Background: an optimization exercise with open tools, aiming at small area, a short achievable clock period and few clock cycles. Do not read the settings as production practice.
Only simulation tests tie the RTL to the original design; equivalence was not proved.
Power and IR drop assume default switching activity.

===== flow/config.mk =====
export PLATFORM = sky130hd
export DESIGN_NAME = div_fp64
export DESIGN_NICKNAME = div_fp64
export VERILOG_FILES = /design/flow/design.v
export SDC_FILE = /design/flow/constraint.sdc
export NUM_CORES = 8
export LEC_CHECK = 0
export CAP_MARGIN = 20
export CORE_MARGIN = 2
export CORE_UTILIZATION = 40
export SETUP_SLACK_MARGIN = 0.2
export SLEW_MARGIN = 20

===== flow/flow/run.sh =====
#!/bin/bash
set -euo pipefail
cd "$(dirname "$0")/.."
bash standard.sh synth > flow_synth.log 2>&1
bash standard.sh finish 'BUFFER_PORTS_ARGS=-buffer_cell sky130_fd_sc_hd__buf_1' SETUP_SLACK_MARGIN=7.5 \
	CTS_CLUSTER_SIZE=20 CTS_CLUSTER_DIAMETER=100 > flow_layout.log 2>&1

===== flow/design.v =====
module div_fp64(
	input         clock,
	input         reset,
	input         valid_in,
	input  [2:0]  rm,
	input  [63:0] dividend,
	input  [63:0] divisor,
	output        valid_out,
	output [63:0] quotient,
	output        nv,
	output        dz,
	output        of,
	output        uf,
	output        nx
);
wire [10:0] ea = dividend[62:52];
wire [10:0] eb = divisor[62:52];
wire [51:0] fa = dividend[51:0];
wire [51:0] fb = divisor[51:0];
wire a_ez = ~|ea;
wire b_ez = ~|eb;
wire a_eo = &ea;
wire b_eo = &eb;
wire a_fz = ~|fa;
wire b_fz = ~|fb;
wire a_zero = a_ez & a_fz;
wire b_zero = b_ez & b_fz;
wire a_inf  = a_eo & a_fz;
wire b_inf  = b_eo & b_fz;
wire a_nan  = a_eo & ~a_fz;
wire b_nan  = b_eo & ~b_fz;
wire a_snan = a_nan & ~fa[51];
wire b_snan = b_nan & ~fb[51];
wire zero_res = (a_zero & ~b_zero & ~b_nan) | (~a_eo & b_inf);
wire inf_res  = (a_inf & ~b_eo) | (~a_eo & ~a_zero & b_zero);
wire nan_res  = a_nan | b_nan | (a_zero & b_zero) | (a_inf & b_inf);
wire special  = zero_res | inf_res | nan_res;
wire sign     = dividend[63] ^ divisor[63];
wire [52:0] xa  = {~a_ez, fa};
wire [52:0] xb  = {~b_ez, fb};
wire [10:0] ea1 = {ea[10:1], ea[0] | a_ez};
wire [10:0] eb1 = {eb[10:1], eb[0] | b_ez};
reg         s_idle, s_norm, s_iter, s_post, s_shift, s_final;
reg         vout;
reg  [56:0] WS, WC;   
reg  [6:0]  Y;        
reg  [52:0] D;        
reg  [55:0] Q;        
reg  [12:0] E;        
reg         e_lo, e_lo1, e_deep, e_ovf;
reg  [10:0] EB;
reg  [5:0]  cnt;
reg         first;
reg         st;       
reg         ng;       
reg         c_spec, c_zero, c_nan, c_qb, c_pa, c_pb, c_nv, c_dz, c_an;
reg         r_near, r_away, r_up;
reg         nv_r, dz_r, of_r, uf_r, nx_r;
reg  [3:0] qs;    
always @(*) begin
	case ({D[51:49], Y})
		10'd0: qs = 4'b0000;
		10'd1: qs = 4'b0000;
		10'd2: qs = 4'b0000;
		10'd3: qs = 4'b0000;
		10'd4: qs = 4'b0100;
		10'd5: qs = 4'b0100;
		10'd6: qs = 4'b0100;
		10'd7: qs = 4'b0100;
		10'd8: qs = 4'b0100;
		10'd9: qs = 4'b0100;
		10'd10: qs = 4'b0100;
		10'd11: qs = 4'b0100;
		10'd12: qs = 4'b1000;
		10'd13: qs = 4'b1000;
		10'd14: qs = 4'b1000;
		10'd15: qs = 4'b1000;
		10'd16: qs = 4'b1000;
		10'd17: qs = 4'b1000;
		10'd18: qs = 4'b1000;
		10'd19: qs = 4'b1000;
		10'd20: qs = 4'b1000;
		10'd21: qs = 4'b1000;
		10'd22: qs = 4'b1000;
		10'd23: qs = 4'b1000;
		10'd24: qs = 4'b1000;
		10'd25: qs = 4'b1000;
		10'd26: qs = 4'b1000;
		10'd27: qs = 4'b1000;
		10'd28: qs = 4'b1000;
		10'd29: qs = 4'b1000;
		10'd30: qs = 4'b1000;
		10'd31: qs = 4'b1000;
		10'd32: qs = 4'b1000;
		10'd33: qs = 4'b1000;
		10'd34: qs = 4'b1000;
		10'd35: qs = 4'b1000;
		10'd36: qs = 4'b1000;
		10'd37: qs = 4'b1000;
		10'd38: qs = 4'b1000;
		10'd39: qs = 4'b1000;
		10'd40: qs = 4'b1000;
		10'd41: qs = 4'b1000;
		10'd42: qs = 4'b1000;
		10'd43: qs = 4'b1000;
		10'd44: qs = 4'b1000;
		10'd45: qs = 4'b1000;
		10'd46: qs = 4'b1000;
		10'd47: qs = 4'b1000;
		10'd48: qs = 4'b1000;
		10'd49: qs = 4'b1000;
		10'd50: qs = 4'b1000;
		10'd51: qs = 4'b1000;
		10'd52: qs = 4'b1000;
		10'd53: qs = 4'b1000;
		10'd54: qs = 4'b1000;
		10'd55: qs = 4'b1000;
		10'd56: qs = 4'b1000;
		10'd57: qs = 4'b1000;
		10'd58: qs = 4'b1000;
		10'd59: qs = 4'b1000;
		10'd60: qs = 4'b1000;
		10'd61: qs = 4'b1000;
		10'd62: qs = 4'b1000;
		10'd63: qs = 4'b1000;
		10'd64: qs = 4'b0001;
		10'd65: qs = 4'b0001;
		10'd66: qs = 4'b0001;
		10'd67: qs = 4'b0001;
		10'd68: qs = 4'b0001;
		10'd69: qs = 4'b0001;
		10'd70: qs = 4'b0001;
		10'd71: qs = 4'b0001;
		10'd72: qs = 4'b0001;
		10'd73: qs = 4'b0001;
		10'd74: qs = 4'b0001;
		10'd75: qs = 4'b0001;
		10'd76: qs = 4'b0001;
		10'd77: qs = 4'b0001;
		10'd78: qs = 4'b0001;
		10'd79: qs = 4'b0001;
		10'd80: qs = 4'b0001;
		10'd81: qs = 4'b0001;
		10'd82: qs = 4'b0001;
		10'd83: qs = 4'b0001;
		10'd84: qs = 4'b0001;
		10'd85: qs = 4'b0001;
		10'd86: qs = 4'b0001;
		10'd87: qs = 4'b0001;
		10'd88: qs = 4'b0001;
		10'd89: qs = 4'b0001;
		10'd90: qs = 4'b0001;
		10'd91: qs = 4'b0001;
		10'd92: qs = 4'b0001;
		10'd93: qs = 4'b0001;
		10'd94: qs = 4'b0001;
		10'd95: qs = 4'b0001;
		10'd96: qs = 4'b0001;
		10'd97: qs = 4'b0001;
		10'd98: qs = 4'b0001;
		10'd99: qs = 4'b0001;
		10'd100: qs = 4'b0001;
		10'd101: qs = 4'b0001;
		10'd102: qs = 4'b0001;
		10'd103: qs = 4'b0001;
		10'd104: qs = 4'b0001;
		10'd105: qs = 4'b0001;
		10'd106: qs = 4'b0001;
		10'd107: qs = 4'b0001;
		10'd108: qs = 4'b0001;
		10'd109: qs = 4'b0001;
		10'd110: qs = 4'b0001;
		10'd111: qs = 4'b0001;
		10'd112: qs = 4'b0001;
		10'd113: qs = 4'b0001;
		10'd114: qs = 4'b0001;
		10'd115: qs = 4'b0010;
		10'd116: qs = 4'b0010;
		10'd117: qs = 4'b0010;
		10'd118: qs = 4'b0010;
		10'd119: qs = 4'b0010;
		10'd120: qs = 4'b0010;
		10'd121: qs = 4'b0010;
		10'd122: qs = 4'b0010;
		10'd123: qs = 4'b0010;
		10'd124: qs = 4'b0000;
		10'd125: qs = 4'b0000;
		10'd126: qs = 4'b0000;
		10'd127: qs = 4'b0000;
		10'd128: qs = 4'b0000;
		10'd129: qs = 4'b0000;
		10'd130: qs = 4'b0000;
		10'd131: qs = 4'b0000;
		10'd132: qs = 4'b0100;
		10'd133: qs = 4'b0100;
		10'd134: qs = 4'b0100;
		10'd135: qs = 4'b0100;
		10'd136: qs = 4'b0100;
		10'd137: qs = 4'b0100;
		10'd138: qs = 4'b0100;
		10'd139: qs = 4'b0100;
		10'd140: qs = 4'b0100;
		10'd141: qs = 4'b0100;
		10'd142: qs = 4'b1000;
		10'd143: qs = 4'b1000;
		10'd144: qs = 4'b1000;
		10'd145: qs = 4'b1000;
		10'd146: qs = 4'b1000;
		10'd147: qs = 4'b1000;
		10'd148: qs = 4'b1000;
		10'd149: qs = 4'b1000;
		10'd150: qs = 4'b1000;
		10'd151: qs = 4'b1000;
		10'd152: qs = 4'b1000;
		10'd153: qs = 4'b1000;
		10'd154: qs = 4'b1000;
		10'd155: qs = 4'b1000;
		10'd156: qs = 4'b1000;
		10'd157: qs = 4'b1000;
		10'd158: qs = 4'b1000;
		10'd159: qs = 4'b1000;
		10'd160: qs = 4'b1000;
		10'd161: qs = 4'b1000;
		10'd162: qs = 4'b1000;
		10'd163: qs = 4'b1000;
		10'd164: qs = 4'b1000;
		10'd165: qs = 4'b1000;
		10'd166: qs = 4'b1000;
		10'd167: qs = 4'b1000;
		10'd168: qs = 4'b1000;
		10'd169: qs = 4'b1000;
		10'd170: qs = 4'b1000;
		10'd171: qs = 4'b1000;
		10'd172: qs = 4'b1000;
		10'd173: qs = 4'b1000;
		10'd174: qs = 4'b1000;
		10'd175: qs = 4'b1000;
		10'd176: qs = 4'b1000;
		10'd177: qs = 4'b1000;
		10'd178: qs = 4'b1000;
		10'd179: qs = 4'b1000;
		10'd180: qs = 4'b1000;
		10'd181: qs = 4'b1000;
		10'd182: qs = 4'b1000;
		10'd183: qs = 4'b1000;
		10'd184: qs = 4'b1000;
		10'd185: qs = 4'b1000;
		10'd186: qs = 4'b1000;
		10'd187: qs = 4'b1000;
		10'd188: qs = 4'b1000;
		10'd189: qs = 4'b1000;
		10'd190: qs = 4'b1000;
		10'd191: qs = 4'b1000;
		10'd192: qs = 4'b0001;
		10'd193: qs = 4'b0001;
		10'd194: qs = 4'b0001;
		10'd195: qs = 4'b0001;
		10'd196: qs = 4'b0001;
		10'd197: qs = 4'b0001;
		10'd198: qs = 4'b0001;
		10'd199: qs = 4'b0001;
		10'd200: qs = 4'b0001;
		10'd201: qs = 4'b0001;
		10'd202: qs = 4'b0001;
		10'd203: qs = 4'b0001;
		10'd204: qs = 4'b0001;
		10'd205: qs = 4'b0001;
		10'd206: qs = 4'b0001;
		10'd207: qs = 4'b0001;
		10'd208: qs = 4'b0001;
		10'd209: qs = 4'b0001;
		10'd210: qs = 4'b0001;
		10'd211: qs = 4'b0001;
		10'd212: qs = 4'b0001;
		10'd213: qs = 4'b0001;
		10'd214: qs = 4'b0001;
		10'd215: qs = 4'b0001;
		10'd216: qs = 4'b0001;
		10'd217: qs = 4'b0001;
		10'd218: qs = 4'b0001;
		10'd219: qs = 4'b0001;
		10'd220: qs = 4'b0001;
		10'd221: qs = 4'b0001;
		10'd222: qs = 4'b0001;
		10'd223: qs = 4'b0001;
		10'd224: qs = 4'b0001;
		10'd225: qs = 4'b0001;
		10'd226: qs = 4'b0001;
		10'd227: qs = 4'b0001;
		10'd228: qs = 4'b0001;
		10'd229: qs = 4'b0001;
		10'd230: qs = 4'b0001;
		10'd231: qs = 4'b0001;
		10'd232: qs = 4'b0001;
		10'd233: qs = 4'b0001;
		10'd234: qs = 4'b0001;
		10'd235: qs = 4'b0001;
		10'd236: qs = 4'b0001;
		10'd237: qs = 4'b0001;
		10'd238: qs = 4'b0001;
		10'd239: qs = 4'b0001;
		10'd240: qs = 4'b0001;
		10'd241: qs = 4'b0010;
		10'd242: qs = 4'b0010;
		10'd243: qs = 4'b0010;
		10'd244: qs = 4'b0010;
		10'd245: qs = 4'b0010;
		10'd246: qs = 4'b0010;
		10'd247: qs = 4'b0010;
		10'd248: qs = 4'b0010;
		10'd249: qs = 4'b0010;
		10'd250: qs = 4'b0010;
		10'd251: qs = 4'b0000;
		10'd252: qs = 4'b0000;
		10'd253: qs = 4'b0000;
		10'd254: qs = 4'b0000;
		10'd255: qs = 4'b0000;
		10'd256: qs = 4'b0000;
		10'd257: qs = 4'b0000;
		10'd258: qs = 4'b0000;
		10'd259: qs = 4'b0000;
		10'd260: qs = 4'b0100;
		10'd261: qs = 4'b0100;
		10'd262: qs = 4'b0100;
		10'd263: qs = 4'b0100;
		10'd264: qs = 4'b0100;
		10'd265: qs = 4'b0100;
		10'd266: qs = 4'b0100;
		10'd267: qs = 4'b0100;
		10'd268: qs = 4'b0100;
		10'd269: qs = 4'b0100;
		10'd270: qs = 4'b0100;
		10'd271: qs = 4'b1000;
		10'd272: qs = 4'b1000;
		10'd273: qs = 4'b1000;
		10'd274: qs = 4'b1000;
		10'd275: qs = 4'b1000;
		10'd276: qs = 4'b1000;
		10'd277: qs = 4'b1000;
		10'd278: qs = 4'b1000;
		10'd279: qs = 4'b1000;
		10'd280: qs = 4'b1000;
		10'd281: qs = 4'b1000;
		10'd282: qs = 4'b1000;
		10'd283: qs = 4'b1000;
		10'd284: qs = 4'b1000;
		10'd285: qs = 4'b1000;
		10'd286: qs = 4'b1000;
		10'd287: qs = 4'b1000;
		10'd288: qs = 4'b1000;
		10'd289: qs = 4'b1000;
		10'd290: qs = 4'b1000;
		10'd291: qs = 4'b1000;
		10'd292: qs = 4'b1000;
		10'd293: qs = 4'b1000;
		10'd294: qs = 4'b1000;
		10'd295: qs = 4'b1000;
		10'd296: qs = 4'b1000;
		10'd297: qs = 4'b1000;
		10'd298: qs = 4'b1000;
		10'd299: qs = 4'b1000;
		10'd300: qs = 4'b1000;
		10'd301: qs = 4'b1000;
		10'd302: qs = 4'b1000;
		10'd303: qs = 4'b1000;
		10'd304: qs = 4'b1000;
		10'd305: qs = 4'b1000;
		10'd306: qs = 4'b1000;
		10'd307: qs = 4'b1000;
		10'd308: qs = 4'b1000;
		10'd309: qs = 4'b1000;
		10'd310: qs = 4'b1000;
		10'd311: qs = 4'b1000;
		10'd312: qs = 4'b1000;
		10'd313: qs = 4'b1000;
		10'd314: qs = 4'b1000;
		10'd315: qs = 4'b1000;
		10'd316: qs = 4'b1000;
		10'd317: qs = 4'b1000;
		10'd318: qs = 4'b1000;
		10'd319: qs = 4'b1000;
		10'd320: qs = 4'b0001;
		10'd321: qs = 4'b0001;
		10'd322: qs = 4'b0001;
		10'd323: qs = 4'b0001;
		10'd324: qs = 4'b0001;
		10'd325: qs = 4'b0001;
		10'd326: qs = 4'b0001;
		10'd327: qs = 4'b0001;
		10'd328: qs = 4'b0001;
		10'd329: qs = 4'b0001;
		10'd330: qs = 4'b0001;
		10'd331: qs = 4'b0001;
		10'd332: qs = 4'b0001;
		10'd333: qs = 4'b0001;
		10'd334: qs = 4'b0001;
		10'd335: qs = 4'b0001;
		10'd336: qs = 4'b0001;
		10'd337: qs = 4'b0001;
		10'd338: qs = 4'b0001;
		10'd339: qs = 4'b0001;
		10'd340: qs = 4'b0001;
		10'd341: qs = 4'b0001;
		10'd342: qs = 4'b0001;
		10'd343: qs = 4'b0001;
		10'd344: qs = 4'b0001;
		10'd345: qs = 4'b0001;
		10'd346: qs = 4'b0001;
		10'd347: qs = 4'b0001;
		10'd348: qs = 4'b0001;
		10'd349: qs = 4'b0001;
		10'd350: qs = 4'b0001;
		10'd351: qs = 4'b0001;
		10'd352: qs = 4'b0001;
		10'd353: qs = 4'b0001;
		10'd354: qs = 4'b0001;
		10'd355: qs = 4'b0001;
		10'd356: qs = 4'b0001;
		10'd357: qs = 4'b0001;
		10'd358: qs = 4'b0001;
		10'd359: qs = 4'b0001;
		10'd360: qs = 4'b0001;
		10'd361: qs = 4'b0001;
		10'd362: qs = 4'b0001;
		10'd363: qs = 4'b0001;
		10'd364: qs = 4'b0001;
		10'd365: qs = 4'b0001;
		10'd366: qs = 4'b0001;
		10'd367: qs = 4'b0001;
		10'd368: qs = 4'b0010;
		10'd369: qs = 4'b0010;
		10'd370: qs = 4'b0010;
		10'd371: qs = 4'b0010;
		10'd372: qs = 4'b0010;
		10'd373: qs = 4'b0010;
		10'd374: qs = 4'b0010;
		10'd375: qs = 4'b0010;
		10'd376: qs = 4'b0010;
		10'd377: qs = 4'b0010;
		10'd378: qs = 4'b0010;
		10'd379: qs = 4'b0000;
		10'd380: qs = 4'b0000;
		10'd381: qs = 4'b0000;
		10'd382: qs = 4'b0000;
		10'd383: qs = 4'b0000;
		10'd384: qs = 4'b0000;
		10'd385: qs = 4'b0000;
		10'd386: qs = 4'b0000;
		10'd387: qs = 4'b0000;
		10'd388: qs = 4'b0100;
		10'd389: qs = 4'b0100;
		10'd390: qs = 4'b0100;
		10'd391: qs = 4'b0100;
		10'd392: qs = 4'b0100;
		10'd393: qs = 4'b0100;
		10'd394: qs = 4'b0100;
		10'd395: qs = 4'b0100;
		10'd396: qs = 4'b0100;
		10'd397: qs = 4'b0100;
		10'd398: qs = 4'b0100;
		10'd399: qs = 4'b0100;
		10'd400: qs = 4'b1000;
		10'd401: qs = 4'b1000;
		10'd402: qs = 4'b1000;
		10'd403: qs = 4'b1000;
		10'd404: qs = 4'b1000;
		10'd405: qs = 4'b1000;
		10'd406: qs = 4'b1000;
		10'd407: qs = 4'b1000;
		10'd408: qs = 4'b1000;
		10'd409: qs = 4'b1000;
		10'd410: qs = 4'b1000;
		10'd411: qs = 4'b1000;
		10'd412: qs = 4'b1000;
		10'd413: qs = 4'b1000;
		10'd414: qs = 4'b1000;
		10'd415: qs = 4'b1000;
		10'd416: qs = 4'b1000;
		10'd417: qs = 4'b1000;
		10'd418: qs = 4'b1000;
		10'd419: qs = 4'b1000;
		10'd420: qs = 4'b1000;
		10'd421: qs = 4'b1000;
		10'd422: qs = 4'b1000;
		10'd423: qs = 4'b1000;
		10'd424: qs = 4'b1000;
		10'd425: qs = 4'b1000;
		10'd426: qs = 4'b1000;
		10'd427: qs = 4'b1000;
		10'd428: qs = 4'b1000;
		10'd429: qs = 4'b1000;
		10'd430: qs = 4'b1000;
		10'd431: qs = 4'b1000;
		10'd432: qs = 4'b1000;
		10'd433: qs = 4'b1000;
		10'd434: qs = 4'b1000;
		10'd435: qs = 4'b1000;
		10'd436: qs = 4'b1000;
		10'd437: qs = 4'b1000;
		10'd438: qs = 4'b1000;
		10'd439: qs = 4'b1000;
		10'd440: qs = 4'b1000;
		10'd441: qs = 4'b1000;
		10'd442: qs = 4'b1000;
		10'd443: qs = 4'b1000;
		10'd444: qs = 4'b1000;
		10'd445: qs = 4'b1000;
		10'd446: qs = 4'b1000;
		10'd447: qs = 4'b1000;
		10'd448: qs = 4'b0001;
		10'd449: qs = 4'b0001;
		10'd450: qs = 4'b0001;
		10'd451: qs = 4'b0001;
		10'd452: qs = 4'b0001;
		10'd453: qs = 4'b0001;
		10'd454: qs = 4'b0001;
		10'd455: qs = 4'b0001;
		10'd456: qs = 4'b0001;
		10'd457: qs = 4'b0001;
		10'd458: qs = 4'b0001;
		10'd459: qs = 4'b0001;
		10'd460: qs = 4'b0001;
		10'd461: qs = 4'b0001;
		10'd462: qs = 4'b0001;
		10'd463: qs = 4'b0001;
		10'd464: qs = 4'b0001;
		10'd465: qs = 4'b0001;
		10'd466: qs = 4'b0001;
		10'd467: qs = 4'b0001;
		10'd468: qs = 4'b0001;
		10'd469: qs = 4'b0001;
		10'd470: qs = 4'b0001;
		10'd471: qs = 4'b0001;
		10'd472: qs = 4'b0001;
		10'd473: qs = 4'b0001;
		10'd474: qs = 4'b0001;
		10'd475: qs = 4'b0001;
		10'd476: qs = 4'b0001;
		10'd477: qs = 4'b0001;
		10'd478: qs = 4'b0001;
		10'd479: qs = 4'b0001;
		10'd480: qs = 4'b0001;
		10'd481: qs = 4'b0001;
		10'd482: qs = 4'b0001;
		10'd483: qs = 4'b0001;
		10'd484: qs = 4'b0001;
		10'd485: qs = 4'b0001;
		10'd486: qs = 4'b0001;
		10'd487: qs = 4'b0001;
		10'd488: qs = 4'b0001;
		10'd489: qs = 4'b0001;
		10'd490: qs = 4'b0001;
		10'd491: qs = 4'b0001;
		10'd492: qs = 4'b0001;
		10'd493: qs = 4'b0001;
		10'd494: qs = 4'b0010;
		10'd495: qs = 4'b0010;
		10'd496: qs = 4'b0010;
		10'd497: qs = 4'b0010;
		10'd498: qs = 4'b0010;
		10'd499: qs = 4'b0010;
		10'd500: qs = 4'b0010;
		10'd501: qs = 4'b0010;
		10'd502: qs = 4'b0010;
		10'd503: qs = 4'b0010;
		10'd504: qs = 4'b0010;
		10'd505: qs = 4'b0010;
		10'd506: qs = 4'b0000;
		10'd507: qs = 4'b0000;
		10'd508: qs = 4'b0000;
		10'd509: qs = 4'b0000;
		10'd510: qs = 4'b0000;
		10'd511: qs = 4'b0000;
		10'd512: qs = 4'b0000;
		10'd513: qs = 4'b0000;
		10'd514: qs = 4'b0000;
		10'd515: qs = 4'b0000;
		10'd516: qs = 4'b0000;
		10'd517: qs = 4'b0000;
		10'd518: qs = 4'b0100;
		10'd519: qs = 4'b0100;
		10'd520: qs = 4'b0100;
		10'd521: qs = 4'b0100;
		10'd522: qs = 4'b0100;
		10'd523: qs = 4'b0100;
		10'd524: qs = 4'b0100;
		10'd525: qs = 4'b0100;
		10'd526: qs = 4'b0100;
		10'd527: qs = 4'b0100;
		10'd528: qs = 4'b0100;
		10'd529: qs = 4'b0100;
		10'd530: qs = 4'b1000;
		10'd531: qs = 4'b1000;
		10'd532: qs = 4'b1000;
		10'd533: qs = 4'b1000;
		10'd534: qs = 4'b1000;
		10'd535: qs = 4'b1000;
		10'd536: qs = 4'b1000;
		10'd537: qs = 4'b1000;
		10'd538: qs = 4'b1000;
		10'd539: qs = 4'b1000;
		10'd540: qs = 4'b1000;
		10'd541: qs = 4'b1000;
		10'd542: qs = 4'b1000;
		10'd543: qs = 4'b1000;
		10'd544: qs = 4'b1000;
		10'd545: qs = 4'b1000;
		10'd546: qs = 4'b1000;
		10'd547: qs = 4'b1000;
		10'd548: qs = 4'b1000;
		10'd549: qs = 4'b1000;
		10'd550: qs = 4'b1000;
		10'd551: qs = 4'b1000;
		10'd552: qs = 4'b1000;
		10'd553: qs = 4'b1000;
		10'd554: qs = 4'b1000;
		10'd555: qs = 4'b1000;
		10'd556: qs = 4'b1000;
		10'd557: qs = 4'b1000;
		10'd558: qs = 4'b1000;
		10'd559: qs = 4'b1000;
		10'd560: qs = 4'b1000;
		10'd561: qs = 4'b1000;
		10'd562: qs = 4'b1000;
		10'd563: qs = 4'b1000;
		10'd564: qs = 4'b1000;
		10'd565: qs = 4'b1000;
		10'd566: qs = 4'b1000;
		10'd567: qs = 4'b1000;
		10'd568: qs = 4'b1000;
		10'd569: qs = 4'b1000;
		10'd570: qs = 4'b1000;
		10'd571: qs = 4'b1000;
		10'd572: qs = 4'b1000;
		10'd573: qs = 4'b1000;
		10'd574: qs = 4'b1000;
		10'd575: qs = 4'b1000;
		10'd576: qs = 4'b0001;
		10'd577: qs = 4'b0001;
		10'd578: qs = 4'b0001;
		10'd579: qs = 4'b0001;
		10'd580: qs = 4'b0001;
		10'd581: qs = 4'b0001;
		10'd582: qs = 4'b0001;
		10'd583: qs = 4'b0001;
		10'd584: qs = 4'b0001;
		10'd585: qs = 4'b0001;
		10'd586: qs = 4'b0001;
		10'd587: qs = 4'b0001;
		10'd588: qs = 4'b0001;
		10'd589: qs = 4'b0001;
		10'd590: qs = 4'b0001;
		10'd591: qs = 4'b0001;
		10'd592: qs = 4'b0001;
		10'd593: qs = 4'b0001;
		10'd594: qs = 4'b0001;
		10'd595: qs = 4'b0001;
		10'd596: qs = 4'b0001;
		10'd597: qs = 4'b0001;
		10'd598: qs = 4'b0001;
		10'd599: qs = 4'b0001;
		10'd600: qs = 4'b0001;
		10'd601: qs = 4'b0001;
		10'd602: qs = 4'b0001;
		10'd603: qs = 4'b0001;
		10'd604: qs = 4'b0001;
		10'd605: qs = 4'b0001;
		10'd606: qs = 4'b0001;
		10'd607: qs = 4'b0001;
		10'd608: qs = 4'b0001;
		10'd609: qs = 4'b0001;
		10'd610: qs = 4'b0001;
		10'd611: qs = 4'b0001;
		10'd612: qs = 4'b0001;
		10'd613: qs = 4'b0001;
		10'd614: qs = 4'b0001;
		10'd615: qs = 4'b0001;
		10'd616: qs = 4'b0001;
		10'd617: qs = 4'b0001;
		10'd618: qs = 4'b0001;
		10'd619: qs = 4'b0001;
		10'd620: qs = 4'b0010;
		10'd621: qs = 4'b0010;
		10'd622: qs = 4'b0010;
		10'd623: qs = 4'b0010;
		10'd624: qs = 4'b0010;
		10'd625: qs = 4'b0010;
		10'd626: qs = 4'b0010;
		10'd627: qs = 4'b0010;
		10'd628: qs = 4'b0010;
		10'd629: qs = 4'b0010;
		10'd630: qs = 4'b0010;
		10'd631: qs = 4'b0010;
		10'd632: qs = 4'b0010;
		10'd633: qs = 4'b0010;
		10'd634: qs = 4'b0000;
		10'd635: qs = 4'b0000;
		10'd636: qs = 4'b0000;
		10'd637: qs = 4'b0000;
		10'd638: qs = 4'b0000;
		10'd639: qs = 4'b0000;
		10'd640: qs = 4'b0000;
		10'd641: qs = 4'b0000;
		10'd642: qs = 4'b0000;
		10'd643: qs = 4'b0000;
		10'd644: qs = 4'b0000;
		10'd645: qs = 4'b0000;
		10'd646: qs = 4'b0100;
		10'd647: qs = 4'b0100;
		10'd648: qs = 4'b0100;
		10'd649: qs = 4'b0100;
		10'd650: qs = 4'b0100;
		10'd651: qs = 4'b0100;
		10'd652: qs = 4'b0100;
		10'd653: qs = 4'b0100;
		10'd654: qs = 4'b0100;
		10'd655: qs = 4'b0100;
		10'd656: qs = 4'b0100;
		10'd657: qs = 4'b0100;
		10'd658: qs = 4'b0100;
		10'd659: qs = 4'b0100;
		10'd660: qs = 4'b1000;
		10'd661: qs = 4'b1000;
		10'd662: qs = 4'b1000;
		10'd663: qs = 4'b1000;
		10'd664: qs = 4'b1000;
		10'd665: qs = 4'b1000;
		10'd666: qs = 4'b1000;
		10'd667: qs = 4'b1000;
		10'd668: qs = 4'b1000;
		10'd669: qs = 4'b1000;
		10'd670: qs = 4'b1000;
		10'd671: qs = 4'b1000;
		10'd672: qs = 4'b1000;
		10'd673: qs = 4'b1000;
		10'd674: qs = 4'b1000;
		10'd675: qs = 4'b1000;
		10'd676: qs = 4'b1000;
		10'd677: qs = 4'b1000;
		10'd678: qs = 4'b1000;
		10'd679: qs = 4'b1000;
		10'd680: qs = 4'b1000;
		10'd681: qs = 4'b1000;
		10'd682: qs = 4'b1000;
		10'd683: qs = 4'b1000;
		10'd684: qs = 4'b1000;
		10'd685: qs = 4'b1000;
		10'd686: qs = 4'b1000;
		10'd687: qs = 4'b1000;
		10'd688: qs = 4'b1000;
		10'd689: qs = 4'b1000;
		10'd690: qs = 4'b1000;
		10'd691: qs = 4'b1000;
		10'd692: qs = 4'b1000;
		10'd693: qs = 4'b1000;
		10'd694: qs = 4'b1000;
		10'd695: qs = 4'b1000;
		10'd696: qs = 4'b1000;
		10'd697: qs = 4'b1000;
		10'd698: qs = 4'b1000;
		10'd699: qs = 4'b1000;
		10'd700: qs = 4'b1000;
		10'd701: qs = 4'b1000;
		10'd702: qs = 4'b1000;
		10'd703: qs = 4'b1000;
		10'd704: qs = 4'b0001;
		10'd705: qs = 4'b0001;
		10'd706: qs = 4'b0001;
		10'd707: qs = 4'b0001;
		10'd708: qs = 4'b0001;
		10'd709: qs = 4'b0001;
		10'd710: qs = 4'b0001;
		10'd711: qs = 4'b0001;
		10'd712: qs = 4'b0001;
		10'd713: qs = 4'b0001;
		10'd714: qs = 4'b0001;
		10'd715: qs = 4'b0001;
		10'd716: qs = 4'b0001;
		10'd717: qs = 4'b0001;
		10'd718: qs = 4'b0001;
		10'd719: qs = 4'b0001;
		10'd720: qs = 4'b0001;
		10'd721: qs = 4'b0001;
		10'd722: qs = 4'b0001;
		10'd723: qs = 4'b0001;
		10'd724: qs = 4'b0001;
		10'd725: qs = 4'b0001;
		10'd726: qs = 4'b0001;
		10'd727: qs = 4'b0001;
		10'd728: qs = 4'b0001;
		10'd729: qs = 4'b0001;
		10'd730: qs = 4'b0001;
		10'd731: qs = 4'b0001;
		10'd732: qs = 4'b0001;
		10'd733: qs = 4'b0001;
		10'd734: qs = 4'b0001;
		10'd735: qs = 4'b0001;
		10'd736: qs = 4'b0001;
		10'd737: qs = 4'b0001;
		10'd738: qs = 4'b0001;
		10'd739: qs = 4'b0001;
		10'd740: qs = 4'b0001;
		10'd741: qs = 4'b0001;
		10'd742: qs = 4'b0001;
		10'd743: qs = 4'b0001;
		10'd744: qs = 4'b0001;
		10'd745: qs = 4'b0001;
		10'd746: qs = 4'b0001;
		10'd747: qs = 4'b0001;
		10'd748: qs = 4'b0010;
		10'd749: qs = 4'b0010;
		10'd750: qs = 4'b0010;
		10'd751: qs = 4'b0010;
		10'd752: qs = 4'b0010;
		10'd753: qs = 4'b0010;
		10'd754: qs = 4'b0010;
		10'd755: qs = 4'b0010;
		10'd756: qs = 4'b0010;
		10'd757: qs = 4'b0010;
		10'd758: qs = 4'b0010;
		10'd759: qs = 4'b0010;
		10'd760: qs = 4'b0010;
		10'd761: qs = 4'b0010;
		10'd762: qs = 4'b0000;
		10'd763: qs = 4'b0000;
		10'd764: qs = 4'b0000;
		10'd765: qs = 4'b0000;
		10'd766: qs = 4'b0000;
		10'd767: qs = 4'b0000;
		10'd768: qs = 4'b0000;
		10'd769: qs = 4'b0000;
		10'd770: qs = 4'b0000;
		10'd771: qs = 4'b0000;
		10'd772: qs = 4'b0000;
		10'd773: qs = 4'b0000;
		10'd774: qs = 4'b0100;
		10'd775: qs = 4'b0100;
		10'd776: qs = 4'b0100;
		10'd777: qs = 4'b0100;
		10'd778: qs = 4'b0100;
		10'd779: qs = 4'b0100;
		10'd780: qs = 4'b0100;
		10'd781: qs = 4'b0100;
		10'd782: qs = 4'b0100;
		10'd783: qs = 4'b0100;
		10'd784: qs = 4'b0100;
		10'd785: qs = 4'b0100;
		10'd786: qs = 4'b0100;
		10'd787: qs = 4'b0100;
		10'd788: qs = 4'b1000;
		10'd789: qs = 4'b1000;
		10'd790: qs = 4'b1000;
		10'd791: qs = 4'b1000;
		10'd792: qs = 4'b1000;
		10'd793: qs = 4'b1000;
		10'd794: qs = 4'b1000;
		10'd795: qs = 4'b1000;
		10'd796: qs = 4'b1000;
		10'd797: qs = 4'b1000;
		10'd798: qs = 4'b1000;
		10'd799: qs = 4'b1000;
		10'd800: qs = 4'b1000;
		10'd801: qs = 4'b1000;
		10'd802: qs = 4'b1000;
		10'd803: qs = 4'b1000;
		10'd804: qs = 4'b1000;
		10'd805: qs = 4'b1000;
		10'd806: qs = 4'b1000;
		10'd807: qs = 4'b1000;
		10'd808: qs = 4'b1000;
		10'd809: qs = 4'b1000;
		10'd810: qs = 4'b1000;
		10'd811: qs = 4'b1000;
		10'd812: qs = 4'b1000;
		10'd813: qs = 4'b1000;
		10'd814: qs = 4'b1000;
		10'd815: qs = 4'b1000;
		10'd816: qs = 4'b1000;
		10'd817: qs = 4'b1000;
		10'd818: qs = 4'b1000;
		10'd819: qs = 4'b1000;
		10'd820: qs = 4'b1000;
		10'd821: qs = 4'b1000;
		10'd822: qs = 4'b1000;
		10'd823: qs = 4'b1000;
		10'd824: qs = 4'b1000;
		10'd825: qs = 4'b1000;
		10'd826: qs = 4'b1000;
		10'd827: qs = 4'b1000;
		10'd828: qs = 4'b1000;
		10'd829: qs = 4'b1000;
		10'd830: qs = 4'b1000;
		10'd831: qs = 4'b1000;
		10'd832: qs = 4'b0001;
		10'd833: qs = 4'b0001;
		10'd834: qs = 4'b0001;
		10'd835: qs = 4'b0001;
		10'd836: qs = 4'b0001;
		10'd837: qs = 4'b0001;
		10'd838: qs = 4'b0001;
		10'd839: qs = 4'b0001;
		10'd840: qs = 4'b0001;
		10'd841: qs = 4'b0001;
		10'd842: qs = 4'b0001;
		10'd843: qs = 4'b0001;
		10'd844: qs = 4'b0001;
		10'd845: qs = 4'b0001;
		10'd846: qs = 4'b0001;
		10'd847: qs = 4'b0001;
		10'd848: qs = 4'b0001;
		10'd849: qs = 4'b0001;
		10'd850: qs = 4'b0001;
		10'd851: qs = 4'b0001;
		10'd852: qs = 4'b0001;
		10'd853: qs = 4'b0001;
		10'd854: qs = 4'b0001;
		10'd855: qs = 4'b0001;
		10'd856: qs = 4'b0001;
		10'd857: qs = 4'b0001;
		10'd858: qs = 4'b0001;
		10'd859: qs = 4'b0001;
		10'd860: qs = 4'b0001;
		10'd861: qs = 4'b0001;
		10'd862: qs = 4'b0001;
		10'd863: qs = 4'b0001;
		10'd864: qs = 4'b0001;
		10'd865: qs = 4'b0001;
		10'd866: qs = 4'b0001;
		10'd867: qs = 4'b0001;
		10'd868: qs = 4'b0001;
		10'd869: qs = 4'b0001;
		10'd870: qs = 4'b0001;
		10'd871: qs = 4'b0001;
		10'd872: qs = 4'b0001;
		10'd873: qs = 4'b0001;
		10'd874: qs = 4'b0010;
		10'd875: qs = 4'b0010;
		10'd876: qs = 4'b0010;
		10'd877: qs = 4'b0010;
		10'd878: qs = 4'b0010;
		10'd879: qs = 4'b0010;
		10'd880: qs = 4'b0010;
		10'd881: qs = 4'b0010;
		10'd882: qs = 4'b0010;
		10'd883: qs = 4'b0010;
		10'd884: qs = 4'b0010;
		10'd885: qs = 4'b0010;
		10'd886: qs = 4'b0010;
		10'd887: qs = 4'b0010;
		10'd888: qs = 4'b0010;
		10'd889: qs = 4'b0010;
		10'd890: qs = 4'b0000;
		10'd891: qs = 4'b0000;
		10'd892: qs = 4'b0000;
		10'd893: qs = 4'b0000;
		10'd894: qs = 4'b0000;
		10'd895: qs = 4'b0000;
		10'd896: qs = 4'b0000;
		10'd897: qs = 4'b0000;
		10'd898: qs = 4'b0000;
		10'd899: qs = 4'b0000;
		10'd900: qs = 4'b0000;
		10'd901: qs = 4'b0000;
		10'd902: qs = 4'b0000;
		10'd903: qs = 4'b0000;
		10'd904: qs = 4'b0100;
		10'd905: qs = 4'b0100;
		10'd906: qs = 4'b0100;
		10'd907: qs = 4'b0100;
		10'd908: qs = 4'b0100;
		10'd909: qs = 4'b0100;
		10'd910: qs = 4'b0100;
		10'd911: qs = 4'b0100;
		10'd912: qs = 4'b0100;
		10'd913: qs = 4'b0100;
		10'd914: qs = 4'b0100;
		10'd915: qs = 4'b0100;
		10'd916: qs = 4'b0100;
		10'd917: qs = 4'b0100;
		10'd918: qs = 4'b0100;
		10'd919: qs = 4'b0100;
		10'd920: qs = 4'b1000;
		10'd921: qs = 4'b1000;
		10'd922: qs = 4'b1000;
		10'd923: qs = 4'b1000;
		10'd924: qs = 4'b1000;
		10'd925: qs = 4'b1000;
		10'd926: qs = 4'b1000;
		10'd927: qs = 4'b1000;
		10'd928: qs = 4'b1000;
		10'd929: qs = 4'b1000;
		10'd930: qs = 4'b1000;
		10'd931: qs = 4'b1000;
		10'd932: qs = 4'b1000;
		10'd933: qs = 4'b1000;
		10'd934: qs = 4'b1000;
		10'd935: qs = 4'b1000;
		10'd936: qs = 4'b1000;
		10'd937: qs = 4'b1000;
		10'd938: qs = 4'b1000;
		10'd939: qs = 4'b1000;
		10'd940: qs = 4'b1000;
		10'd941: qs = 4'b1000;
		10'd942: qs = 4'b1000;
		10'd943: qs = 4'b1000;
		10'd944: qs = 4'b1000;
		10'd945: qs = 4'b1000;
		10'd946: qs = 4'b1000;
		10'd947: qs = 4'b1000;
		10'd948: qs = 4'b1000;
		10'd949: qs = 4'b1000;
		10'd950: qs = 4'b1000;
		10'd951: qs = 4'b1000;
		10'd952: qs = 4'b1000;
		10'd953: qs = 4'b1000;
		10'd954: qs = 4'b1000;
		10'd955: qs = 4'b1000;
		10'd956: qs = 4'b1000;
		10'd957: qs = 4'b1000;
		10'd958: qs = 4'b1000;
		10'd959: qs = 4'b1000;
		10'd960: qs = 4'b0001;
		10'd961: qs = 4'b0001;
		10'd962: qs = 4'b0001;
		10'd963: qs = 4'b0001;
		10'd964: qs = 4'b0001;
		10'd965: qs = 4'b0001;
		10'd966: qs = 4'b0001;
		10'd967: qs = 4'b0001;
		10'd968: qs = 4'b0001;
		10'd969: qs = 4'b0001;
		10'd970: qs = 4'b0001;
		10'd971: qs = 4'b0001;
		10'd972: qs = 4'b0001;
		10'd973: qs = 4'b0001;
		10'd974: qs = 4'b0001;
		10'd975: qs = 4'b0001;
		10'd976: qs = 4'b0001;
		10'd977: qs = 4'b0001;
		10'd978: qs = 4'b0001;
		10'd979: qs = 4'b0001;
		10'd980: qs = 4'b0001;
		10'd981: qs = 4'b0001;
		10'd982: qs = 4'b0001;
		10'd983: qs = 4'b0001;
		10'd984: qs = 4'b0001;
		10'd985: qs = 4'b0001;
		10'd986: qs = 4'b0001;
		10'd987: qs = 4'b0001;
		10'd988: qs = 4'b0001;
		10'd989: qs = 4'b0001;
		10'd990: qs = 4'b0001;
		10'd991: qs = 4'b0001;
		10'd992: qs = 4'b0001;
		10'd993: qs = 4'b0001;
		10'd994: qs = 4'b0001;
		10'd995: qs = 4'b0001;
		10'd996: qs = 4'b0001;
		10'd997: qs = 4'b0001;
		10'd998: qs = 4'b0001;
		10'd999: qs = 4'b0001;
		10'd1000: qs = 4'b0010;
		10'd1001: qs = 4'b0010;
		10'd1002: qs = 4'b0010;
		10'd1003: qs = 4'b0010;
		10'd1004: qs = 4'b0010;
		10'd1005: qs = 4'b0010;
		10'd1006: qs = 4'b0010;
		10'd1007: qs = 4'b0010;
		10'd1008: qs = 4'b0010;
		10'd1009: qs = 4'b0010;
		10'd1010: qs = 4'b0010;
		10'd1011: qs = 4'b0010;
		10'd1012: qs = 4'b0010;
		10'd1013: qs = 4'b0010;
		10'd1014: qs = 4'b0010;
		10'd1015: qs = 4'b0010;
		10'd1016: qs = 4'b0000;
		10'd1017: qs = 4'b0000;
		10'd1018: qs = 4'b0000;
		10'd1019: qs = 4'b0000;
		10'd1020: qs = 4'b0000;
		10'd1021: qs = 4'b0000;
		10'd1022: qs = 4'b0000;
		10'd1023: qs = 4'b0000;
		default: qs = 4'b0000;
	endcase
end
wire qp2 = qs[3];
wire qp1 = qs[2];
wire qn1 = qs[1];
wire qn2 = qs[0];
wire qpos = qp2 | qp1;
wire qneg = qn1 | qn2;
wire [57:0] d4 = {3'b0, D, 2'b0};
wire [57:0] d8 = {2'b0, D, 3'b0};
wire [57:0] mop = ({58{qp1}} & ~d4) | ({58{qp2}} & ~d8) | ({58{qn1}} & d4) | ({58{qn2}} & d8);
wire [57:0] wa = {WS[55:0], 2'b0};
wire [57:0] wb = {WC[55:0], 2'b0};
wire [57:0] ws_n = wa ^ wb ^ mop;
wire [57:0] wc_n = {((wa & wb) | (wa & mop) | (wb & mop)), qpos};
wire [7:0] ea8 = wa[55:48];
wire [7:0] eb8 = wb[55:48];
wire [6:0] y_ab = ea8[7:1] + eb8[7:1];
function [6:0] est;
	input [6:0] s;
	input [7:0] a, b, m;    
	begin
		est = s + m[7:1] + {6'd0, (a[0] & b[0]) | (a[0] & m[0]) | (b[0] & m[0])};
	end
endfunction
wire [6:0] y_p2 = est(y_ab, ea8, eb8, ~d8[55:48]);
wire [6:0] y_p1 = est(y_ab, ea8, eb8, ~d4[55:48]);
wire [6:0] y_z  = est(y_ab, ea8, eb8, 8'd0);
wire [6:0] y_m1 = est(y_ab, ea8, eb8, d4[55:48]);
wire [6:0] y_m2 = est(y_ab, ea8, eb8, d8[55:48]);
wire [6:0] y_n  = ({7{qp2}} & y_p2) | ({7{qp1}} & y_p1) | ({7{~qpos & ~qneg}} & y_z) |
                  ({7{qn1}} & y_m1) | ({7{qn2}} & y_m2);
wire [53:0] qdec = Q[53:0] - 54'd1;
wire [1:0]  qd   = {qp2 | qn2 | qn1, qp1 | qn1};
wire [55:0] q_it = {(qneg ? qdec : Q[53:0]), qd};
wire        stop = ((cnt == 6'd27) & c_an) | q_it[55] | q_it[54] | (e_le3 & ~first);
function y_clear_f;
	input [6:0] y;
	y_clear_f = y[6] ? (y <= 7'h7d) : (y != 7'd0);
endfunction
reg         yc;
wire        y_clear = yc;
wire        xtra    = s_post & ~y_clear & ~lim;
reg         lim;      
wire        rem_nz  = y_clear;
wire        rem_neg = y_clear & Y[6];
function lt_c;
	input [12:0] e;
	input [12:0] c;
	integer i;
	reg lt, eq;
	reg [12:0] u, v;
	begin
		u = e ^ 13'h1000;
		v = c ^ 13'h1000;
		lt = 1'b0;
		eq = 1'b1;
		for (i = 12; i >= 0; i = i - 1) begin
			lt = lt | (eq & ~u[i] & v[i]);
			eq = eq & (u[i] == v[i]);
		end
		lt_c = lt;
	end
endfunction
wire        shift_post = Q[55] | Q[54] | e_lo;
wire        sh_more    = s_post ? (shift_post & (Q[55] | e_lo1)) : (~e_deep & (e_lo1 | Q[55]));
reg         m_sub, m_dec;    
reg  [12:0] e_inc, e_dec;
integer j;
always @(*) begin
	for (j = 0; j < 13; j = j + 1) begin
		e_inc[j] = E[j] ^ (&(E | ~((13'd1 << j) - 13'd1)));
		e_dec[j] = (j == 0) ? E[0] : (E[j] ^ ~|(E & ((13'd1 << j) - 13'd2)));
	end
end
wire [12:0] e_sub = E - {2'b0, EB};
wire        m_inc = s_norm | (s_post & ~xtra & shift_post) | (s_shift & ~e_deep);
reg  [12:0] e_nx;      
always @(*) begin
	if (m_sub)
		e_nx = e_sub;
	else if (m_dec)
		e_nx = e_dec;
	else if (m_inc)
		e_nx = e_inc;
	else if (s_shift)
		e_nx = -13'sd1075;
	else
		e_nx = E;
end
wire        eo_ovf = ~lt_c(e_nx, 13'sd1025);      
wire        eo_unf = lt_c(e_nx, -13'sd1075);      
wire        i_out  = c_spec | (m_sub & (eo_ovf | eo_unf));
reg         x_ovf, x_unf;
reg         e_le3;
wire        fast = s_post & ~xtra & ~Q[55] & ~Q[54] & ~e_lo;
wire        ngx  = fast ? rem_neg : ng;
wire        borrow = ngx & ~Q[0];
wire        rb   = Q[0] ^ ngx;
wire        lsb  = Q[1] ^ borrow;
wire        stk  = fast ? rem_nz : (st | ng);
wire        inx  = rb | stk;
wire        up   = r_near ? (rb & (stk | lsb | r_away)) : (r_up & inx);
wire        inc  = up & ~borrow;
wire        dec  = ~up & borrow;
wire [10:0] ebias = E[10:0] + 11'd1076;
wire [10:0] ef   = Q[53] ? ebias : 11'd0;
wire [62:0] pk   = {ef, Q[52:1]};
reg  [62:0] ones;    
integer k;
always @(*) begin
	ones[0] = 1'b1;
	for (k = 1; k < 63; k = k + 1)
		ones[k] = ones[k-1] & pk[k-1];
end
wire        fz   = ~|Q[52:1];
wire [10:0] ef_d = ef - {10'd0, fz};
wire [62:0] sum  = dec ? {ef_d, qdec[52:1]} : (pk ^ ({63{inc}} & ones));
wire        ovf  = e_ovf | (inc & ones[52] & (ef == 11'h7fe));
wire        unf  = ((ef == 11'd0) & ~(inc & ones[52])) | ((ef == 11'd1) & dec & fz);
wire [50:0] payload = ({51{c_pa}} & fa[50:0]) | ({51{c_pb}} & fb[50:0]) | {50'd0, ~c_pa & ~c_pb};
wire [63:0] res_special = {sign, {11{~c_zero}}, (c_nan ? {c_qb, payload} : 52'd0)};
wire [63:0] res_normal  = ovf ? {sign, 11'h7ff, 52'd0} : {sign, sum};
wire [63:0] res_ovf = {sign, 11'h7ff, 52'd0};
wire [63:0] res_unf = {sign, 11'd0, 51'd0, r_up};
wire [63:0] res = c_spec ? res_special : (x_ovf ? res_ovf : (x_unf ? res_unf : res_normal));
wire       yc_n = (qp2 & y_clear_f(y_p2)) | (qp1 & y_clear_f(y_p1)) | (~qpos & ~qneg & y_clear_f(y_z)) |
                  (qn1 & y_clear_f(y_m1)) | (qn2 & y_clear_f(y_m2));
wire [6:0] y_d = (s_iter | xtra) ? y_n : {3'b0, xa[52:49]};
always @(posedge clock or posedge reset) begin
	if (reset) begin
		s_idle  <= 1'b1;
		s_norm  <= 1'b0;
		s_iter  <= 1'b0;
		s_post  <= 1'b0;
		s_shift <= 1'b0;
		s_final <= 1'b0;
		vout    <= 1'b0;
	end else begin
		vout    <= s_final | fast;
		s_idle  <= (s_idle & ~valid_in) | s_final | fast;
		s_norm  <= (s_idle & valid_in & ~xb[52]) | (s_norm & ~c_spec & ~D[51]);
		s_iter  <= (s_idle & valid_in & xb[52]) | (s_norm & ~c_spec & D[51]) | (s_iter & ~i_out & ~stop);
		s_post  <= (s_iter & ~i_out & stop) | xtra;
		s_shift <= ((s_post & ~xtra & ~fast) | s_shift) & sh_more;
		s_final <= (s_norm & c_spec) | (s_iter & i_out) | (((s_post & ~xtra & ~fast) | s_shift) & ~sh_more);
	end
end
always @(posedge clock) begin
	c_spec <= special;
	c_an   <= ~a_ez;
	c_zero <= zero_res;
	c_nan  <= nan_res;
	c_qb   <= ~(a_snan | b_snan);
	c_pa   <= a_nan;
	c_pb   <= ~a_nan & b_nan;
	c_nv   <= nan_res;
	c_dz   <= ~a_eo & ~a_zero & b_zero;
	r_near <= (rm == 3'd0) | (rm == 3'd4);
	r_away <= rm[2];
	r_up   <= ((rm == 3'd3) & ~sign) | ((rm == 3'd2) & sign);
	EB     <= eb1;
	first  <= s_idle | s_norm;
	m_sub  <= (s_idle & valid_in & xb[52]) | (s_norm & D[51]);
	m_dec  <= s_iter & ~stop;
	nv_r   <= c_nv;
	dz_r   <= c_dz;
	of_r   <= ~c_spec & (x_ovf | (~x_unf & ovf));
	uf_r   <= ~c_spec & (x_unf | (~x_ovf & ~ovf & unf & inx));
	nx_r   <= ~c_spec & (x_ovf | x_unf | ovf | inx);
	x_ovf  <= s_iter & m_sub & eo_ovf;
	x_unf  <= s_iter & m_sub & eo_unf;
	E      <= s_idle ? {2'b0, ea1} : e_nx;
	e_lo   <= lt_c(e_nx, -13'sd1075);      
	e_le3  <= lt_c(e_nx, -13'sd1072);      
	e_lo1  <= lt_c(e_nx, -13'sd1076);      
	e_deep <= lt_c(e_nx, -13'sd1140);      
	e_ovf  <= ~lt_c(e_nx, 13'sd971);       
	Y  <= y_d;
	yc <= (s_iter | xtra) ? yc_n : y_clear_f({3'b0, xa[52:49]});
	if (s_iter | xtra) begin
		WS <= ws_n[56:0];
		WC <= wc_n[56:0];
	end else if (s_final | fast) begin
		WS <= res[56:0];
		WC <= {50'd0, res[63:57]};
	end else begin
		WS <= {4'b0, xa};
		WC <= 57'd0;
	end
	if (s_idle)
		D <= xb;
	else if (s_norm)
		D <= {D[51:0], 1'b0};
	if (s_idle) begin
		Q   <= 56'd0;
		cnt <= 6'd0;
	end
	if (s_iter) begin
		Q   <= q_it;
		cnt <= stop ? 6'd0 : cnt + 6'd1;
		lim <= 1'b0;
	end
	if (xtra) begin
		cnt <= cnt + 6'd1;
		lim <= (cnt == 6'd26);
	end
	if (s_post & ~xtra) begin
		if (shift_post) begin
			Q  <= {1'b0, Q[55:1]};
			st <= rem_nz | Q[0];
			ng <= rem_neg & ~Q[0];
		end else begin
			st <= rem_nz;
			ng <= rem_neg;
		end
	end
	if (s_shift) begin
		if (e_deep) begin
			Q  <= 56'd0;
			st <= 1'b1;
			ng <= 1'b0;
		end else begin
			Q  <= {1'b0, Q[55:1]};
			st <= st | Q[0];
			ng <= ng & ~Q[0];
		end
	end
end
assign valid_out = vout;
assign quotient  = {WC[6:0], WS};
assign nv = nv_r;
assign dz = dz_r;
assign of = of_r;
assign uf = uf_r;
assign nx = nx_r;
endmodule

===== flow/standard.sh =====
#!/bin/bash
# synth_recipe.tcl (not shown) runs the flow's synth.tcl, then flattens the netlist and writes it again
# the make line also repeats each setting of config.mk as NAME=value (left out here)
make -C /OpenROAD-flow-scripts/flow DESIGN_CONFIG=/design/flow/config.mk WORK_HOME=/design/flow/orfs CLKGATE_MAP_FILE= SYNTH_SCRIPT=/design/flow/synth_recipe.tcl "${@:-finish}"

===== flow/constraint.sdc =====
create_clock -name core_clock -period 11.0 [get_ports {clock}]
set_input_delay 2.2000 -clock core_clock [delete_from_list [all_inputs] [get_ports {clock}]]
set_output_delay 2.2000 -clock core_clock [all_outputs]
set_load 0.01 [all_outputs]

==> qor.yml, run 1 <==
synth_nets: 2863
ys_types: 95
synth_top_cell_by_area: "dfxtp_1"
insertion_delay_ns: 0.57
fmax_mhz: 279
synth_ff_type: "dfxtp_1"
wl_per_cell_um: 25.4
antenna_found_initial: 5
synth.ff_latch_count: 295
hold_class: "flip-flop to flip-flop"
final_cell_mix: "nor2_1 (218), dfxtp_1 (195), buf_1 (191)"
fin_tns_setup_ns: 0
whs_ns: 0.358
status: "finished clean"
grt_overflow: 0
fin_worst_skew_ns: 0.0217
drtIter0Drc: 2108
syn-cell-area_sq_um: 21500
ios: 204
cts_inserted_buffers: 20
ys_seq_area_share_pct: 30.5
gp_congestion: 0.939
finalHoldViolCount: 0
cp_top_family: "adder cells"
synth_edf_count: 62
grt_max_degree: 70
ir_worst_vdd_v: 0.000193
wl_mm: 87.1
worstPathCellList: "ha_4, fa_2, xor2_4, buf_12, ha_4, buf_4, xor2_1, and3_1, nand3_1, or4_1, a32o_2, a31oi_4, a21oi_4"
period_share_pct: 32.6
netlist_instances: 2605
cp.required_ns: 11.42
setup_violations: 0
end_kind: "flip-flop"
firstDrtPassIters: 6
min_period_ns: 3.58
syn_to_final_growth_pct: 17.4
grt_pass1_wl_mm: 129
worst_pin_slew_ns: 1.20
synth.top_cell.area_share_pct: 21.0
crit_type: "flip-flop to flip-flop"
vias: 22000
critPathSlowestCell: "or4_1"
dpl.hpwl_mm: 59.8
cts_tree: "built"
crit_path_max_fanout: 5
die_x_um: 236
portBuffers: 203
drv_slew: 0
final.setup.worst_slack_ns: 7.42
cts.sinks: 295
die-area_sq_um: 55700
ant_nets: 0
p_per_area_nw_per_um2: 347
cp_common_cell: "ha_4"
route.detailed.drc: 0
slew_headroom_pct: 19.5
start_util_pct: 40.2
clockRootBuffer: "clkbuf_16"
drive_gt1_share_pct: 16.0
critPathMaxStageDelay_ns: 0.52
async_flop_share_pct: 2.37
critPathBufInv: 2
p_leak_nw: 8.82
htreeDepth: 1
clk_path_buf_depth: 3
core_sq_um: 53500
yosys_warnings: 1
maxCapViolCount: 0
final_nets: 2978
n_fill_cell: 5193
place_ws_ns: 6.14
via_per_inst: 6.42
netlist_top_cells_area: "dfxtp_1 (21%), edfxtp_1 (8.7%), fa_1 (5.8%), xnor2_1 (5.2%), a221oi_1 (4.1%)"
rows: 85
arrival_ns: 4.00
path_clk_slew_ns: 0.09
grt_pass1_vias: 20600
rsz0062_at_grt: "true"
synth.avg_cell_area_sq_um: 8.26
die_h_um: 236
track_usage_pct: 29.6
cp-start-kind: "flip-flop"
layout_commonest_cell: "nor2_1"
==> repair_timing <==
action	CTS	global route
buffers inserted	42	35
hold endpoints to repair	0	0
pin swaps	38	57
resized for setup	137	141
endpoints found under the setup margin	143	92
hold buffers	0	0
gates cloned	4	2
==> logic make-up (layout without fill, tap and decap cells) <==
group                    after synthesis  after routing  share of synthesized area, %
adder cells (fa/ha/maj)              125            125                          9.42
AO/OA/AOI/OAI                        758            759                          24.6
AND/OR/NAND/NOR                      787            788                          18.2
buffers and inverters                418            545                          7.58
other                                  0              1                             0
XOR/XNOR                             167            167                          6.83
multiplexers                          55             55                          2.85
flip-flops                           295            295                          30.5
==> stage by stage <==
step                power [mW]  utilization (%)  instance area (sq um)  instances
floorplan                 5.42                -                  21600       2605
global placement          6.82             42.2                  22600       3311
detailed placement        6.87             42.2                  22600       3311
CTS                       8.23             45.5                  24300       3393
global route              9.32             47.2                  25300       3430
finish                    8.77             47.2                  25300       3431
==> registers in the layout, indices dropped and copies added, names as in the netlist, 6 cells and up <==
signal  count
D          53
Y           7
Q          56
EB         11
cnt         6
WS         57
E          13
WC         55
==> path summary, 6_finish.rpt <==
check / endpoint / slack [ns] / start / depth (start not counted)
max: yc / 7.42 / WS[47] / 13
min: dz_r / 0.36 / c_dz / 0
max reg2reg: yc / 7.42 / WS[47] / 13
min reg2reg: dz_r / 0.36 / c_dz / 0
max in group asynchronous: s_iter / 8.98 / reset / 2
min in group asynchronous: s_final / 1.64 / reset / 2
==> synth_stat cells (64+ instances only) <==
library cell	instances
dfxtp_1	226
o21ai_0	137
clkbuf_1	186
a221oi_1	101
nand3_1	68
a21oi_1	114
o22ai_1	64
nand2_1	146
inv_1	195
nor3_1	101
xnor2_1	128
nor2_1	229
==> layout make-up <==
cell class                      instances  area (sq um)  share of cell area [%]
Multi-Input combinational cell       1894         14500                    57.5
Sequential cell                       295          6620                    26.2
Timing Repair Buffer                  313          1860                    7.36
Tap cell                              696           871                    3.45
Inverter                              196           748                    2.96
Clock buffer                           32           587                    2.32
Clock inverter                          4          50.0                   0.198
Antenna cell                            1          2.50                 0.00990
==> per-layer routing <==
layer	part of all wire [%]	vias to the layer above	wire length (um)	global-route usage (%)
met3	10	182	9070	6.09
met5	0.025	-	22	0
met2	45	1223	38900	46.2
met1	41	10800	36100	41.2
li1	-	9797	-	-
met4	3.6	4	3110	8.70
==> report_power, final <==
group / switching, mW / total (mW) / internal, mW
sequential: 0.582 / 2.15 / 1.56
combinational: 3.42 / 5.81 / 2.39
clock: 0.441 / 0.819 / 0.378
total: 4.44 / 8.77 / 4.33
Testbench counts, summed over its fixed seeds: cycles 285,462.
==> run 2, diff against run 1 <==
--- a/flow/design.v
+++ b/flow/design.v
@@ -1180,15 +1180,24 @@
 reg         x_ovf, x_unf;
 reg         e_le3;
 wire        fast = s_post & ~xtra & ~Q[55] & ~Q[54] & ~e_lo;
-wire        ngx  = fast ? rem_neg : ng;
-wire        borrow = ngx & ~Q[0];
-wire        rb   = Q[0] ^ ngx;
-wire        lsb  = Q[1] ^ borrow;
-wire        stk  = fast ? rem_nz : (st | ng);
-wire        inx  = rb | stk;
-wire        up   = r_near ? (rb & (stk | lsb | r_away)) : (r_up & inx);
-wire        inc  = up & ~borrow;
-wire        dec  = ~up & borrow;
+function [3:0] rnd;       
+	input q0, q1, n, sk;
+	reg b, r, l, k, u;
+	begin
+		b   = n & ~q0;
+		r   = q0 ^ n;
+		l   = q1 ^ b;
+		k   = sk | n;
+		u   = r_near ? (r & (k | l | r_away)) : (r_up & (r | k));
+		rnd = {u & ~b, ~u & b, r | k, b};
+	end
+endfunction
+wire [3:0]  rd_f = rnd(Q[0], Q[1], rem_neg, rem_nz);
+wire [3:0]  rd_n = rnd(Q[0], Q[1], ng, st);
+wire [3:0]  rd   = fast ? rd_f : rd_n;
+wire        inc  = rd[3];
+wire        dec  = rd[2];
+wire        inx  = rd[1];
 wire [10:0] ebias = E[10:0] + 11'd1076;
 wire [10:0] ef   = Q[53] ? ebias : 11'd0;
 wire [62:0] pk   = {ef, Q[52:1]};
==> flow/flow/run.sh (replaced) <==
#!/bin/bash
set -euo pipefail
cd "$(dirname "$0")/.."
bash standard.sh synth > flow_synth.log 2>&1
bash standard.sh finish 'BUFFER_PORTS_ARGS=-buffer_cell sky130_fd_sc_hd__buf_1' SETUP_SLACK_MARGIN=7.5 \
	CTS_CLUSTER_SIZE=20 CTS_CLUSTER_DIAMETER=100 CORE_UTILIZATION=60 > flow_layout.log 2>&1
==> qor.yml, run 2 <==
status: "finished clean"
rows: 69  # -19%
worstHoldEndpoint: "nv_r"
final.setup.worst_slack_ns: 7.50  # +0.0871 ns
slew_headroom_pct: 22.8  # +3.3 points
cts_tree: "built"
placed_cells: 3121  # -5.7%
netlist_instances: 2652  # +1.8%
netlist_top_cells_area: "dfxtp_1 (21%), edfxtp_1 (8.6%), fa_1 (5.7%), nor2_1 (4.2%), xnor2_1 (4.0%)"
firstDrtPassIters: 7  # +1
r2r_cells: 11  # -2
fmax_mhz: 286  # +2.5%
ir_worst_vdd_v: 0.000273  # +41%
crit_path_max_fanout: 57  # +52
antenna_cells: 0  # -1
cts_inserted_buffers: 19  # -5.0%
ios: 204  # unchanged
drtIter0Drc: 3163  # +50%
arrival_ns: 3.89  # -0.11 ns
antenna_found_initial: 0  # -5
fin_tns_setup_ns: 0  # unchanged
r2r_slack_ns: 7.50  # +0.09 ns
die_h_um: 194  # -18%
start_util_pct: 61.0  # +21 points
synthSimpleGateAreaFrac_pct: 18.2  # about the same
fin_worst_skew_ns: 0.0521  # +0.0304 ns
yosysMostFrequentCell: "nor2_1"
htreeDepth: 1  # unchanged
reg2reg_from: "D[49]"
die-area_sq_um: 37700  # -32%
wl_met2_mm: 36.1  # -7.2%
ys_types: 91  # -4.2%
maxCapViolCount: 0  # unchanged
track_usage_pct: 41.5  # +12 points
grt_max_degree: 80  # +14%
fin_util_pct: 68.5  # +21 points
wl_met1_mm: 32.0  # -11%
syn_to_final_growth_pct: 12.3
portBuffers: 203  # unchanged
top_layer_used: "met4"
yosys_warnings: 1  # unchanged
grt_pass1_vias: 20900  # +1.7%
setup_violations: 0  # unchanged
dr_wl_met3_mm: 10.9  # +20%
grt_overflow: 0  # unchanged
vias: 22700  # +3.1%
synth_top_cell_by_area: "dfxtp_1"
route.detailed.drc: 0  # unchanged
clk_path_buf_depth: 3  # unchanged
wl_mm: 82.7  # -5.0%
final_cell_mix: "nor2_1 (234), buf_1 (200), dfxtp_1 (187)"
top_regs: "WS (57), Q (56), WC (55)"
gp_congestion: 0.974  # +3.8%
worst_pin_slew_ns: 1.16  # -0.0410 ns
cts.sinks: 295  # unchanged
synth_edf_count: 62  # unchanged
crit_type: "flip-flop to flip-flop"
place_ws_ns: 6.14  # -0.00293 ns
wl_per_cell_um: 25.8  # +1.5%
synthAdderAreaFrac_pct: 9.41  # -0.011 points
insertion_delay_ns: 0.57  # about the same
synth_nets: 2911  # +1.7%
drive_gt1_share_pct: 12.9  # -3.1 points
synth_top_family_by_area: "compound AO/OA/AOI/OAI gates"
ys_seq_area_share_pct: 30.3  # -0.22 points
synth-xor-area-share_pct: 6.38  # -0.45 points
n_fill_cell: 3008  # -42%
synth_ff_type: "dfxtp_1"
p_leak_nw: 8.64  # -2.1%
largest_register_ffs: 57  # unchanged
core_sq_um: 35600  # -34%
dpl.hpwl_mm: 56.8  # -5.0%
top_register: "WS"
grt_pass1_wl_mm: 124  # -3.6%
cp.required_ns: 11.40  # -0.02 ns
async_flop_share_pct: 2.37  # unchanged
cp-start-kind: "flip-flop"
path_clk_slew_ns: 0.10  # about the same
ant_nets: 0  # unchanged
synth.mux.area_fraction_pct: 2.97  # +0.11 points
layout.cells.non_filler: 3210  # -6.4%
via_per_inst: 7.07  # +10%
end_kind: "flip-flop"
rsz0062_at_grt: "true"
period_share_pct: 31.8  # -0.79 points
min_period_ns: 3.50  # -0.0871 ns
layout_commonest_cell: "nor2_1"
synth_compound_area_share_pct: 25.3  # +0.74 points
syn-cell-area_sq_um: 21700  # +0.73%
min_from: "c_nan"
drv_slew: 0  # unchanged
synth.top_cell.area_share_pct: 20.9  # -0.15 points
synth.ff_latch_count: 295  # unchanged
clockRootBuffer: "clkbuf_16"
ys_top_cells_by_count: "nor2_1 (244), dfxtp_1 (226), clkbuf_1 (192)"
r2r_end: "WS[2]"
final_nets: 2998  # +0.67%
die_x_um: 194  # -18%
whs_path_depth: 0  # unchanged
whs_ns: 0.391  # +0.0328 ns
synth.avg_cell_area_sq_um: 8.18  # -1.1%
hold_class: "flip-flop to flip-flop"
p_per_area_nw_per_um2: 326  # -6.1%
finalHoldViolCount: 0  # unchanged
run 2: cell types whose count changed after synthesis, sizes merged, moves of 15 or more:
cell / previous run / this run
nor3: 101 / 79
o21ai: 140 / 170
xnor2: 129 / 99
xor2: 38 / 59
nor2: 230 / 245
a21oi: 115 / 147
run 2: cells by family (layout without fill, tap and decap cells):
logic type	count (synthesis)	after routing
buffers and inverters	415	512
multiplexers	58	58
AO/OA/AOI/OAI	810	810
flip-flops	295	295
AND/OR/NAND/NOR	790	790
XOR/XNOR	158	158
adder cells (fa/ha/maj)	126	126
run 2: worst max-delay path by stage:
stage / from / end / slack [ns] / cells past startpoint
finish: D[49] / WS[2] / 7.50 / 11
global route: D[49] / WS[2] / 7.38 / 11
CTS: E[2] / s_post / 7.50 / 12
global placement: dividend[51] / c_zero / 6.22 / 7
detailed placement: dividend[51] / c_zero / 6.14 / 7
floorplan: WS[47] / yc / 7.54 / 14
run 2: layer usage:
metal,global-route usage [%],vias to the layer above
li1,-,9921
met1,57.8,10800
met2,63.5,1702
met3,9.06,290
met4,14.9,0
met5,0,-
run 2: where the power goes:
part	switching, mW	internal, mW
combinational	3.13	1.98
sequential	0.567	1.51
clock	0.419	0.329
total	4.12	3.82
run 2: what timing repair did:
action / in CTS / in global routing
pin swaps: 15 / 31
setup endpoints to repair: 186 / 120
hold buffers: 0 / 0
buffers inserted: 25 / 33
gates resized for setup: 110 / 112
run 2: layout make-up:
class                      instances  area [sq um]  area share (%)
inverter                         189           714            2.93
clock inverter                     2          32.5           0.134
timing repair buffer             292          1520            6.23
sequential                       295          6630            27.2
multi-input combinational       1942         14400            59.0
clock buffer                      29           513            2.11
tap                              461           577            2.37
run 2: critical path, stage by stage, from the launching register on:
cell and delay (ns):
edfxtp_1 0.56, inv_1 0.36, a31oi_1 0.17, o21ai_0 0.34
a221oi_4 0.17, a31oi_4 0.22, buf_12 0.31, clkinvlp_4 0.29
mux2i_1 0.19, nor2_1 0.10, fa_1 0.53, o22ai_1 0.08
run 2: metrics by stage:
step           cell area [sq um]  power (mW)
2_1_floorplan              21700        5.15
3_3_place_gp               22400        6.42
3_5_place_dp               22400        6.53
4_1_cts                    23600        7.50
5_1_grt                    24400        8.38
6_report                   24400        7.94
Testbench counts of run 2, summed over its fixed seeds: cycles 285,462.

[port drivers added, routing unchanged]
How much do the figures lean on ideal ports? The routed layouts below were timed once more, with nothing changed but the port constraints. Step 1 assumes that a clkbuf_16 drives the clock port and a buf_2 every other input. Step 2, shift: input delay + t, output delay - t, t = (earliest + latest rising clock arrival at the registers) / 2. This alone moves slack from input paths to output paths. Three values: ideal ports, drivers, drivers and shift; two values: the first two.
run | shift t [ns] | slack for setup (ns) | worst setup path at the end | clock arrival spread, ns | worst register clock-pin slew, ns
run 1 | 0.613 | 7.417 / 7.417 / 6.849 | input to register | 0.022 / 0.022 | 0.10 / 0.10
run 2 | 0.599 | 7.504 / 7.482 / 6.944 | input to register | 0.053 / 0.052 | 0.11 / 0.11
After both steps setup and hold are still met in every run listed. For run 1, which loses most, drivers alone change the setup slack by 0.000 ns; drivers and shift together by -0.568 ns.
